This is an optimization exercise on Yosys and OpenROAD, whose aim is small area, not a production implementation.
Function was checked by simulation only, so behaviour that the tests miss may differ from the original.
The flow treats the clock pin as an ideal source, which a real chip does not have.
Power is estimated from default activity; no workload was simulated.

## job 104
==> flow/design.v <==
`timescale 1ns / 1ps
module fbsbdecoder(
    input pclk,
    input resetn,
    input rx,
    output [7:0] data_o,
    output dataValid,
    output sample,
    output parity_out
    );
    localparam [4:0] SH0 = 5'd1,  SH4 = 5'd5,  IDLE = 5'd0;
    localparam [4:0] SL0 = 5'd9,  SL4 = 5'd13, PEND = 5'd8;
    localparam [4:0] D0  = 5'd16, D7  = 5'd23, D8 = 5'd24, VER = 5'd25;
    reg [1:0] sync;
    reg [4:0] st;
    reg [5:0] cnt;
    reg       half;
    reg [1:0] vote;
    reg [4:0] dd;
    reg [10:0] h;
    reg [7:0] data;
    reg       par, pp;
    wire idle  = (st == IDLE);
    wire pend  = (st == PEND);
    wire scls  = ~st[4] & (st[2:0] != 3'd0) & ~(st[2] & st[1]);    
    wire dcls  = st[4] & ~(st[3] & st[0]);                
    wire ver   = (st == VER);
    wire lastg = st[2] & st[0];                           
    wire low   = st[3];                                   
    wire stuck = ~|h[10:9];
    assign sample = (scls & (dd == 5'd0)) | (dcls & (dd[4:2] == 3'd0) & ~(dd[1] & dd[0]));
    wire ev    = sample & (dd == 5'd0);                   
    wire cap   = sample;
    wire rxs   = sync[1];
    wire v3    = (vote == 2'd3);
    wire sdec  = scls & (cnt[2:0] == (lastg ? 3'd4 : 3'd5));
    wire spass = low ? ~v3 : (lastg ? vote[1] : v3);
    wire ddec  = dcls & ~half & (dd == 5'd24);
    wire ppdec = (st == D8) & half & (dd == 5'd0);
    wire last  = (cnt == 6'd35);
    wire sixth = dcls & half & (dd == 5'd0) & (st != D8);
    wire tmode = idle | ((st == SH0) & (cnt[2:0] == 3'd0));
    wire vb    = rxs ^ (dcls & ~half);
    wire [1:0] vinc = (vote == 2'd3) ? 2'd3 : vote + {1'b0, vb};
    always @(posedge pclk or negedge resetn) begin
        if (~resetn) begin
            sync <= 2'b0;
            st   <= IDLE;
            data <= 8'h0;
            par  <= 1'b0;
            pp   <= 1'b0;
            vote <= 2'd0;
        end else begin
            sync <= {sync[0], rx};
            if (idle) begin
                par <= 1'b0;
                if (&sync) begin
                    st   <= SH0;
                    data <= 8'h0;
                end
            end else if (pend) begin
                if (~|sync) st <= SL0;
            end else if (sdec) begin
                if (spass) st <= lastg ? (low ? D0 : PEND) : st + 5'd1;
                else       st <= (st == SL0) ? SL0 : IDLE;
            end else if (ddec) begin
                if (st == D8) begin
                    st  <= last ? VER : D0;
                end else begin
                    st <= st + 5'd1;
                    data[~st[2:0]] <= vote[1];
                    par <= (st == D0) ? vote[1] : par ^ vote[1];
                end
            end else if (ver) begin
                if (dd == 5'd21) st <= IDLE;
            end
            if (ppdec) pp <= v3;
            if (sdec)
                vote <= 2'd0;
            else if (ddec)
                vote <= (st == D7) ? {1'b0, vote[0]} : 2'd0;
            else if (ver)
                vote <= {1'b0, dd == 5'd21};
            else if (cap)
                vote <= sixth ? {vinc == 2'd3, rxs} : vinc;
            else if (tmode)
                vote <= vote + {1'b0, |vote};
        end
    end
    always @(posedge pclk) begin
        if (idle | pend)
            dd <= 5'd9;
        else if (ev)
            dd <= dcls ? 5'd24 : ((st == SL4) & (cnt[2:0] == 3'd3)) ? 5'd18 : 5'd9;
        else if (~(stuck & (dd == 5'd3)))
            dd <= dd - 5'd1;
        if (idle | pend)
            h <= 11'd737;
        else if (ev & (dcls ? half : (cnt[2:0] == 3'd2)))
            h <= h + 11'd1;
        if (idle | (scls & sdec))
            cnt <= 6'd0;
        else if ((scls & cap) | ((st == D8) & ddec))
            cnt <= cnt + 6'd1;
        if (~dcls)
            half <= 1'b0;
        else if (ev)
            half <= ~half;
    end
    assign data_o     = data;
    assign dataValid  = ((st == D0) & ~half & (dd == 5'd18)) | (tmode & (vote == 2'd3));
    assign parity_out = par ^ pp;
endmodule
==> flow/config.mk <==
export PLATFORM = sky130hd
export DESIGN_NAME = fbsbdecoder
export DESIGN_NICKNAME = fbsbdecoder
export VERILOG_FILES = /design/flow/design.v
export SDC_FILE = /design/flow/constraint.sdc
export NUM_CORES = 4
export LEC_CHECK = 0
export CAP_MARGIN = 0
export CORE_AREA = 4 4 68 68
export DIE_AREA = 0 0 72 72
export PLACE_DENSITY = 0.6
export SLEW_MARGIN = 0
==> flow/constraint.sdc <==
create_clock -name core_clock -period 10.0 [get_ports {pclk}]
set_input_delay 2.0000 -clock core_clock [delete_from_list [all_inputs] [get_ports {pclk}]]
set_output_delay 2.0000 -clock core_clock [all_outputs]
set_load 0.01 [all_outputs]
standard.sh (not shown) runs the stock make flow with config.mk's settings and CLKGATE_MAP_FILE= SYNTH_SCRIPT=/design/flow/synth_recipe.tcl, a recipe that flattens the netlist after the stock synthesis.
==> flow/flow/run.sh <==
#!/bin/bash
set -euo pipefail
W=$(pwd)
F=$W/flow
# ORFS synth.tcl with the abc call's script swapped for flow/area.abc
sed 's#^  log_cmd abc {\*}\$abc_args#  set abc_args [lreplace $abc_args 1 1 $::env(OWN_ABC_SCRIPT)]\n  log_cmd abc {*}$abc_args#' \
  "$FLOW_HOME/scripts/synth.tcl" > "$W/own_synth_body.tcl"
grep -q OWN_ABC_SCRIPT "$W/own_synth_body.tcl"
sed "s#\$::env(SCRIPTS_DIR)/synth.tcl#$W/own_synth_body.tcl#" "$W/synth_recipe.tcl" > "$W/own_synth.tcl"
grep -q own_synth_body "$W/own_synth.tcl"
export OWN_ABC_SCRIPT=$F/area.abc
export BUFFER_PORTS_ARGS="-buffer_cell sky130_fd_sc_hd__buf_1"
export POST_CTS_TCL=$F/post_cts.tcl
export CTS_ARGS="-sink_clustering_enable -repair_clock_nets -dont_use_dummy_load -buf_list {sky130_fd_sc_hd__clkbuf_8}"
bash "$W/standard.sh" SYNTH_SCRIPT="$W/own_synth.tcl" ADDER_MAP_FILE= finish > "$W/flow_make.log" 2>&1
==> flow/flow/area.abc <==
strash
ifraig
scorr
dc2
strash
&get -n
&deepsyn -I 4 -J 200
&put
dc2
strash
&get -n
&dch -f
&nf -R 1000
&put
&get -n
&dch -f
&nf -R 1000
&put
topo
stime -c
==> flow/flow/post_cts.tcl <==
estimate_parasitics -placement
proc clk_slew_max {} {
  set m 0.0
  foreach pin [get_pins -of_objects [all_registers] -filter "is_clock==1"] {
    foreach p {slew_max_rise slew_max_fall} {
      set v [get_property $pin $p]
      if {$v > $m} { set m $v }
    }
  }
  return $m
}
set limit 0.112
set sizes {sky130_fd_sc_hd__clkbuf_2 sky130_fd_sc_hd__clkbuf_4 sky130_fd_sc_hd__clkbuf_8 sky130_fd_sc_hd__clkbuf_16}
puts "post_cts: clock pin slew before [clk_slew_max]"
foreach inst [get_cells -filter "ref_name=~sky130_fd_sc_hd__clkbuf_*"] {
  set name [get_full_name $inst]
  if {![string match clkbuf_* $name]} { continue }
  set orig [get_property $inst ref_name]
  foreach s $sizes {
    if {$s eq $orig} { break }
    replace_cell $inst $s
    estimate_parasitics -placement
    if {[clk_slew_max] <= $limit} { puts "post_cts: $name $orig -> $s"; set orig $s; break }
    replace_cell $inst $orig
    estimate_parasitics -placement
  }
}
puts "post_cts: clock pin slew after [clk_slew_max]"
Here is what was changed in the inputs of job 102 compared with job 104.
--- a/flow/design.v
+++ b/flow/design.v
@@ -36,23 +36,23 @@
     wire sdec  = scls & (cnt[2:0] == (lastg ? 3'd4 : 3'd5));
     wire spass = low ? ~v3 : (lastg ? vote[1] : v3);
     wire ddec  = dcls & ~half & (dd == 5'd24);
     wire ppdec = (st == D8) & half & (dd == 5'd0);
     wire last  = (cnt == 6'd35);
     wire sixth = dcls & half & (dd == 5'd0) & (st != D8);
-    wire tmode = idle | ((st == SH0) & (cnt[2:0] == 3'd0));
+    wire tmr   = cnt[5] & ~dcls;                          
     wire vb    = rxs ^ (dcls & ~half);
     wire [1:0] vinc = (vote == 2'd3) ? 2'd3 : vote + {1'b0, vb};
     always @(posedge pclk or negedge resetn) begin
         if (~resetn) begin
             sync <= 2'b0;
             st   <= IDLE;
             data <= 8'h0;
             par  <= 1'b0;
             pp   <= 1'b0;
-            vote <= 2'd0;
+            cnt[5] <= 1'b0;
         end else begin
             sync <= {sync[0], rx};
             if (idle) begin
                 par <= 1'b0;
                 if (&sync) begin
                     st   <= SH0;
@@ -72,22 +72,18 @@
                     par <= (st == D0) ? vote[1] : par ^ vote[1];
                 end
             end else if (ver) begin
                 if (dd == 5'd21) st <= IDLE;
             end
             if (ppdec) pp <= v3;
-            if (sdec)
-                vote <= 2'd0;
-            else if (ddec)
-                vote <= (st == D7) ? {1'b0, vote[0]} : 2'd0;
-            else if (ver)
-                vote <= {1'b0, dd == 5'd21};
-            else if (cap)
-                vote <= sixth ? {vinc == 2'd3, rxs} : vinc;
-            else if (tmode)
-                vote <= vote + {1'b0, |vote};
+            if (tmr)
+                cnt[5] <= ~(cnt[3] & cnt[0]);
+            else if (idle | sdec)
+                cnt[5] <= 1'b0;
+            else if ((scls & cap) | ((st == D8) & ddec))
+                cnt[5] <= cnt[5] ^ (&cnt[4:0]);
         end
     end
     always @(posedge pclk) begin
         if (idle | pend)
             dd <= 5'd9;
         else if (ev)
@@ -95,19 +91,25 @@
         else if (~(stuck & (dd == 5'd3)))
             dd <= dd - 5'd1;
         if (idle | pend)
             h <= 11'd737;
         else if (ev & (dcls ? half : (cnt[2:0] == 3'd2)))
             h <= h + 11'd1;
-        if (idle | (scls & sdec))
-            cnt <= 6'd0;
-        else if ((scls & cap) | ((st == D8) & ddec))
-            cnt <= cnt + 6'd1;
+        if (tmr ? (cnt[3] & cnt[0]) : (idle | sdec))
+            cnt[4:0] <= 5'd0;
+        else if (tmr | (scls & cap) | ((st == D8) & ddec))
+            cnt[4:0] <= cnt[4:0] + 5'd1;
+        if (idle | sdec)
+            vote <= 2'd0;
+        else if (ddec)
+            vote <= (st == D7) ? {1'b0, vote[0]} : 2'd0;
+        else if (cap)
+            vote <= sixth ? {vinc == 2'd3, rxs} : vinc;
         if (~dcls)
             half <= 1'b0;
         else if (ev)
             half <= ~half;
     end
     assign data_o     = data;
-    assign dataValid  = ((st == D0) & ~half & (dd == 5'd18)) | (tmode & (vote == 2'd3));
+    assign dataValid  = ((st == D0) & ~half & (dd == 5'd18)) | (tmr & cnt[3] & cnt[0]);
     assign parity_out = par ^ pp;
 endmodule
## What came out
Synthesized cell count: job 102 < job 104
Est. power | job 102 vs job 104 | job 102 lower
Compared to job 104, job 102 reaches a higher achievable clock.
Vias per cell is higher on job 104
Against job 104, job 102 comes in 15% lower on switching power of the nets.
| sequential power | job 102 vs job 104 | ≈ equal |
Run comparison: job 104 cell type of the slowest stage on the worst timing path sky130_fd_sc_hd__a2111oi_0; job 102 cell type of the slowest stage on the worst timing path sky130_fd_sc_hd__dfrtp_1
Re mean instance size in the synthesized netlist: job 102 is 0.026 um2 up on job 104.

==> what the ideal ports hide <==
The flow's constraints put no driver on any port. The routed layouts listed below were extracted and timed again, unchanged, in two steps.
Step 1, drivers: a clkbuf_16 drives pclk and a buf_2 each remaining input, both assumed.
Step 2 moves the port delays by t, midway between the first and last clock arrival at a register: inputs arrive t later, outputs are due t later. That takes back most of the time a late clock gives input paths.
Slacks: no drivers / after step 1 / after step 2; pairs: no drivers / after step 1.
run | shift t [ns] | setup slack, ns | hold slack, ns | worst setup path at the end | worst data-port slew with drivers (ns)
job 104 | 0.370 | 5.367 / 5.345 / 5.715 | 0.442 / 0.442 / 0.442 | register to output | 0.03
job 102 | 0.392 | 5.808 / 5.784 / 6.175 | 0.459 / 0.459 / 0.459 | register to output | 0.03
After both steps setup and hold are still met in every run listed.
